This design comes from an exercise in tuning for a short achievable clock period and few clock cycles on the open sky130 flow, not from production work.
Power is estimated from default activity; no workload was simulated.

==> flow/design.v <==
`timescale 1ns / 1ps
module top(input clk, reset, input [31:0] InstrF, readDataM,
           output memWriteM, output [31:0] ALUResultM, writeDataM, pcF);
  reg  [31:0] pcF_r;
  reg         validD, predTakenD;
  reg  [31:0] InstrD, PCPlus4D, altPC_D;
  reg  [31:1] rs1oh, rs2oh;
  reg  [31:0] A_E, B_E, SD_E, altPC_E;
  reg         fS_L, fS_M;
  reg  [31:0] fwdA_r, fwdB_r;
  reg         addE, subE, sltE, xorE, orE, andE;
  reg         branchE, predTakenE, loadE, storeE, regWriteE;
  reg  [4:0]  rdE;
  reg  [31:0] ALUResultM_r, WD_M;
  reg         memWriteM_r, loadM, regWriteM;
  reg  [4:0]  rdM;
  reg  [31:0] resW;
  reg         regWriteW;
  reg  [4:0]  rdW;
  reg  [31:0] rf [1:31];
  reg  [31:1] weW;     
  assign pcF        = pcF_r;
  reg  [31:0] addrM;
  assign ALUResultM = addrM;
  assign memWriteM  = memWriteM_r;
  assign writeDataM = WD_M;
  wire mispE;
  wire [6:0]  opF   = InstrF[6:0];
  wire        isJF  = (opF == 7'b1101111);
  wire        isBF  = (opF == 7'b1100011);
  wire        predF = isJF | (isBF & ((InstrF[19:15] == InstrF[24:20]) | InstrF[31]));
  wire [31:0] immBF = {{20{InstrF[31]}}, InstrF[7], InstrF[30:25], InstrF[11:8], 1'b0};
  wire [31:0] immJF = {{12{InstrF[31]}}, InstrF[19:12], InstrF[20], InstrF[30:21], 1'b0};
  wire [31:1] rs1ohF, rs2ohF;
  genvar gi;
  generate
    for (gi = 1; gi < 32; gi = gi + 1) begin : g_oh
      assign rs1ohF[gi] = (InstrF[19:15] == gi);
      assign rs2ohF[gi] = (InstrF[24:20] == gi);
    end
  endgenerate
  wire [31:0] targetJF, targetBF;
  wire        cJ, cB;
  wire [11:0] hiJp, hiJm;
  wire [19:0] hiBp, hiBm;
  addc20 u_tJlo (.a(pcF_r[19:0]), .b(immJF[19:0]), .s(targetJF[19:0]), .c(cJ));
  addc12 u_tBlo (.a(pcF_r[11:0]), .b(immBF[11:0]), .s(targetBF[11:0]), .c(cB));
  incdec12 u_tJhi (.a(pcF_r[31:20]), .p(hiJp), .m(hiJm));
  incdec20 u_tBhi (.a(pcF_r[31:12]), .p(hiBp), .m(hiBm));
  wire        sF = InstrF[31];
  assign targetJF[31:20] = ({12{~sF &  cJ}} & hiJp) | ({12{sF & ~cJ}} & hiJm) |
                           ({12{sF == cJ}} & pcF_r[31:20]);
  assign targetBF[31:12] = ({20{~sF &  cB}} & hiBp) | ({20{sF & ~cB}} & hiBm) |
                           ({20{sF == cB}} & pcF_r[31:12]);
  wire [31:0] PCPlus4F = pcF_r + 32'd4;
  wire        stallD;
  wire        takeF    = ~stallD & predF;
  wire [31:0] pcOther  = stallD ? pcF_r : PCPlus4F;
  wire [31:0] pcNorm   = ({32{takeF & isJF}} & targetJF) | ({32{takeF & ~isJF}} & targetBF) |
                         ({32{~takeF}} & pcOther);
  wire [31:0] pcNext   = mispE ? altPC_E : pcNorm;
  always @(posedge clk or posedge reset) begin
    if (reset) begin
      pcF_r      <= 32'd0;
      validD     <= 1'b0;
    end else begin
      pcF_r      <= pcNext;
      if (mispE)
        validD <= 1'b0;
      else if (!stallD)
        validD <= 1'b1;
    end
  end
  always @(posedge clk) begin
      if (!stallD) begin
        predTakenD <= predF;
        InstrD     <= InstrF;
        PCPlus4D   <= PCPlus4F;
        altPC_D    <= ({32{predF}} & PCPlus4F) | ({32{~predF & isJF}} & targetJF) |
                      ({32{~predF & ~isJF}} & targetBF);
        rs1oh      <= rs1ohF;
        rs2oh      <= rs2ohF;
      end
  end
  wire [6:0] op  = InstrD[6:0];
  wire [2:0] f3  = InstrD[14:12];
  wire [4:0] rs1 = InstrD[19:15];
  wire [4:0] rs2 = InstrD[24:20];
  wire [4:0] rd  = InstrD[11:7];
  wire isR = (op == 7'b0110011);
  wire isI = (op == 7'b0010011);
  wire isL = (op == 7'b0000011);
  wire isS = (op == 7'b0100011);
  wire isB = (op == 7'b1100011);
  wire isJ = (op == 7'b1101111);
  wire [31:0] immI = {{20{InstrD[31]}}, InstrD[31:20]};
  wire [31:0] immS = {{20{InstrD[31]}}, InstrD[31:25], InstrD[11:7]};
  wire useA  = isR | isI | isL | isS | isB;
  wire useB  = isR | isB;
  wire useSD = isS;
  wire wrD   = (isR | isI | isL | isJ) & (rd != 5'd0);
  reg  [31:0] rf1, rf2;
  integer k;
  always @(*) begin
    rf1 = 32'd0;
    rf2 = 32'd0;
    for (k = 1; k < 32; k = k + 1) begin
      rf1 = rf1 | ({32{rs1oh[k]}} & rf[k]);
      rf2 = rf2 | ({32{rs2oh[k]}} & rf[k]);
    end
  end
  wire [31:0] rw1 = (regWriteW && rdW == rs1) ? resW : rf1;
  wire [31:0] rw2 = (regWriteW && rdW == rs2) ? resW : rf2;
  wire e1 = regWriteE && rdE == rs1;
  wire e2 = regWriteE && rdE == rs2;
  wire m1 = regWriteM && rdM == rs1;
  wire m2 = regWriteM && rdM == rs2;
  wire [31:0] valM = loadM ? readDataM : ALUResultM_r;
  wire [31:0] rv1 = m1 ? valM : rw1;
  wire [31:0] rv2 = m2 ? valM : rw2;
  assign stallD = validD & loadE & ((useA & e1) | (useB & e2));
  wire goE = validD & ~mispE & ~stallD;
  wire fAn = useA & e1;
  wire fBn = useB & e2;
  always @(posedge clk or posedge reset) begin
    if (reset) begin
      branchE <= 1'b0; loadE <= 1'b0; storeE <= 1'b0; regWriteE <= 1'b0;
    end else begin
      branchE   <= goE & isB;
      loadE     <= goE & isL;
      storeE    <= goE & isS;
      regWriteE <= goE & wrD;
    end
  end
  always @(posedge clk) begin
      A_E  <= fAn ? 32'd0 : isJ ? PCPlus4D : rv1;
      B_E  <= fBn ? 32'd0 : useB ? rv2 : isJ ? 32'd0 : isS ? immS : immI;
      SD_E <= rv2;
      altPC_E <= altPC_D;
      fS_L <= useSD & e2 & loadE;
      fS_M <= useSD & e2 & ~loadE;
      addE <= isL | isS | isJ | ((isR | isI) & f3 == 3'b000 & ~(isR & InstrD[30]));
      subE <= isR & f3 == 3'b000 & InstrD[30];
      sltE <= (isR | isI) & f3 == 3'b010;
      xorE <= (isR | isI) & f3 == 3'b100;
      orE  <= (isR | isI) & f3 == 3'b110;
      andE <= (isR | isI) & f3 == 3'b111;
      predTakenE <= predTakenD;
      rdE  <= rd;
  end
  wire [31:0] srcA = fwdA_r | A_E;
  wire [31:0] srcB = fwdB_r | B_E;
  wire [31:0] sdE  = ({32{fS_L}} & readDataM) | ({32{fS_M}} & ALUResultM_r) |
                     ({32{~(fS_L | fS_M)}} & SD_E);
  wire [31:0] sum, diff;
  fwd_add32 u_sum (.xa(fwdA_r), .a(A_E), .xb(fwdB_r), .b(B_E), .s(sum));
  fwd_sub32 u_diff (.xa(fwdA_r), .a(A_E), .xb(fwdB_r), .b(B_E), .d(diff));
  wire        lt;
  fwd_lt32 u_lt (.xa(fwdA_r), .a(A_E), .xb(fwdB_r), .b(B_E), .lt(lt));
  wire [31:0] aluE = ({32{addE}} & sum) | ({32{subE}} & diff) |
                     ({32{andE}} & (srcA & srcB)) | ({32{orE}} & (srcA | srcB)) |
                     ({32{xorE}} & (srcA ^ srcB)) | {31'd0, sltE & lt};
  wire        eqE;
  fwd_eq32 u_eq (.xa(fwdA_r), .a(A_E), .xb(fwdB_r), .b(B_E), .eq(eqE));
  assign mispE = branchE & (eqE ^ predTakenE);
  always @(posedge clk or posedge reset) begin
    if (reset) begin
      memWriteM_r <= 1'b0; loadM <= 1'b0; regWriteM <= 1'b0;
    end else begin
      memWriteM_r  <= storeE;
      loadM        <= loadE;
      regWriteM    <= regWriteE;
    end
  end
  always @(posedge clk) begin
      ALUResultM_r <= aluE;
      fwdA_r       <= aluE & {32{fAn}};
      fwdB_r       <= aluE & {32{fBn}};
      addrM        <= sum;
      WD_M         <= sdE;
      rdM          <= rdE;
  end
  integer i;
  always @(posedge clk or posedge reset) begin
    if (reset) begin
      regWriteW <= 1'b0;
      weW <= 31'd0;
      for (i = 1; i < 32; i = i + 1) rf[i] <= 32'd0;
    end else begin
      regWriteW <= regWriteM;
      for (i = 1; i < 32; i = i + 1) begin
        weW[i] <= regWriteM && rdM == i;
        if (weW[i]) rf[i] <= resW;
      end
    end
  end
  always @(posedge clk) begin
      resW      <= loadM ? readDataM : ALUResultM_r;
      rdW       <= rdM;
  end
endmodule
module add32(input [31:0] a, b, output [31:0] s);
  assign s = a + b;
endmodule
module sub32(input [31:0] a, b, output [31:0] d);
  assign d = a - b;
endmodule
module eq32(input [31:0] a, b, output eq);
  assign eq = (a == b);
endmodule
module fwd_add32(input [31:0] xa, a, xb, b, output [31:0] s);
  assign s = (xa | a) + (xb | b);
endmodule
module fwd_sub32(input [31:0] xa, a, xb, b, output [31:0] d);
  assign d = (xa | a) - (xb | b);
endmodule
module fwd_lt32(input [31:0] xa, a, xb, b, output lt);
  assign lt = $signed(xa | a) < $signed(xb | b);
endmodule
module fwd_eq32(input [31:0] xa, a, xb, b, output eq);
  assign eq = ((xa | a) == (xb | b));
endmodule
module addc20(input [19:0] a, b, output [19:0] s, output c);
  assign {c, s} = {1'b0, a} + {1'b0, b};
endmodule
module addc12(input [11:0] a, b, output [11:0] s, output c);
  assign {c, s} = {1'b0, a} + {1'b0, b};
endmodule
module incdec12(input [11:0] a, output [11:0] p, m);
  assign p = a + 12'd1;
  assign m = a - 12'd1;
endmodule
module incdec20(input [19:0] a, output [19:0] p, m);
  assign p = a + 20'd1;
  assign m = a - 20'd1;
endmodule
Settings: LEC_CHECK=0, CAP_MARGIN=20, CELL_PAD_IN_SITES_DETAIL_PLACEMENT=2, CELL_PAD_IN_SITES_GLOBAL_PLACEMENT=2, CORE_MARGIN=2, CORE_UTILIZATION=30, SETUP_SLACK_MARGIN=5, SLEW_MARGIN=20, SYNTH_HIERARCHICAL=1, SYNTH_MINIMUM_KEEP_SIZE=0, TNS_END_PERCENT=100; clock period 8.0 ns.
run.sh (not shown) runs the stock make flow with config.mk's settings and CLKGATE_MAP_FILE= SYNTH_SCRIPT=/design/flow/synth_recipe.tcl, a recipe that flattens the netlist after the stock synthesis.
Next try:
--- a/flow/design.v
+++ b/flow/design.v
@@ -157,8 +157,7 @@
   fwd_sub32 u_diff (.xa(fwdA_r), .a(A_E), .xb(fwdB_r), .b(B_E), .d(diff));
   wire        lt;
   fwd_lt32 u_lt (.xa(fwdA_r), .a(A_E), .xb(fwdB_r), .b(B_E), .lt(lt));
-  wire [31:0] aluE = ({32{addE}} & sum) | ({32{subE}} & diff) |
-                     ({32{andE}} & (srcA & srcB)) | ({32{orE}} & (srcA | srcB)) |
+  wire [31:0] logE = ({32{andE}} & (srcA & srcB)) | ({32{orE}} & (srcA | srcB)) |
                      ({32{xorE}} & (srcA ^ srcB)) | {31'd0, sltE & lt};
   wire        eqE;
   fwd_eq32 u_eq (.xa(fwdA_r), .a(A_E), .xb(fwdB_r), .b(B_E), .eq(eqE));
@@ -173,9 +172,9 @@
     end
   end
   always @(posedge clk) begin
-      ALUResultM_r <= aluE;
-      fwdA_r       <= aluE & {32{fAn}};
-      fwdB_r       <= aluE & {32{fBn}};
+      ALUResultM_r <= ({32{addE}} & sum) | ({32{subE}} & diff) | logE;
+      fwdA_r       <= ({32{addE & fAn}} & sum) | ({32{subE & fAn}} & diff) | ({32{fAn}} & logE);
+      fwdB_r       <= ({32{addE & fBn}} & sum) | ({32{subE & fBn}} & diff) | ({32{fBn}} & logE);
       addrM        <= sum;
       WD_M         <= sdE;
       rdM          <= rdE;
Result: Power stays flat; combinational power barely changes; area after synthesis shrinks by about 0.9%; non-clock buffer count went down by 45; critical path depth falls by 5.
No run of this note included a check of the RTL's function; only the layout flow was run.

[port drivers added, routing unchanged]
The results above use ideal ports. As a check the final layouts listed here were re-extracted and re-timed, cells and wires unchanged. Step 1 assumes that a clkbuf_16 drives the clock port and a buf_2 every other input. Step 2 also shifts input and output timing later by t, the mid clock arrival at the registers, as if the neighbouring blocks saw the same clock. a / b / c = ideal ports / drivers / drivers and shift; a / b = the first two.
run | t, ns | setup WS [ns] | cell pins on the clock port's net
the first run | 0.966 | 4.093 / 4.093 / 3.361 | 1
the second run | 0.933 | 4.240 / 4.240 / 3.517 | 1
After both steps setup and hold are still met in every run listed. The setup slack of the first run, which loses most, moves by 0.000 ns with the drivers and by -0.732 ns with both steps.
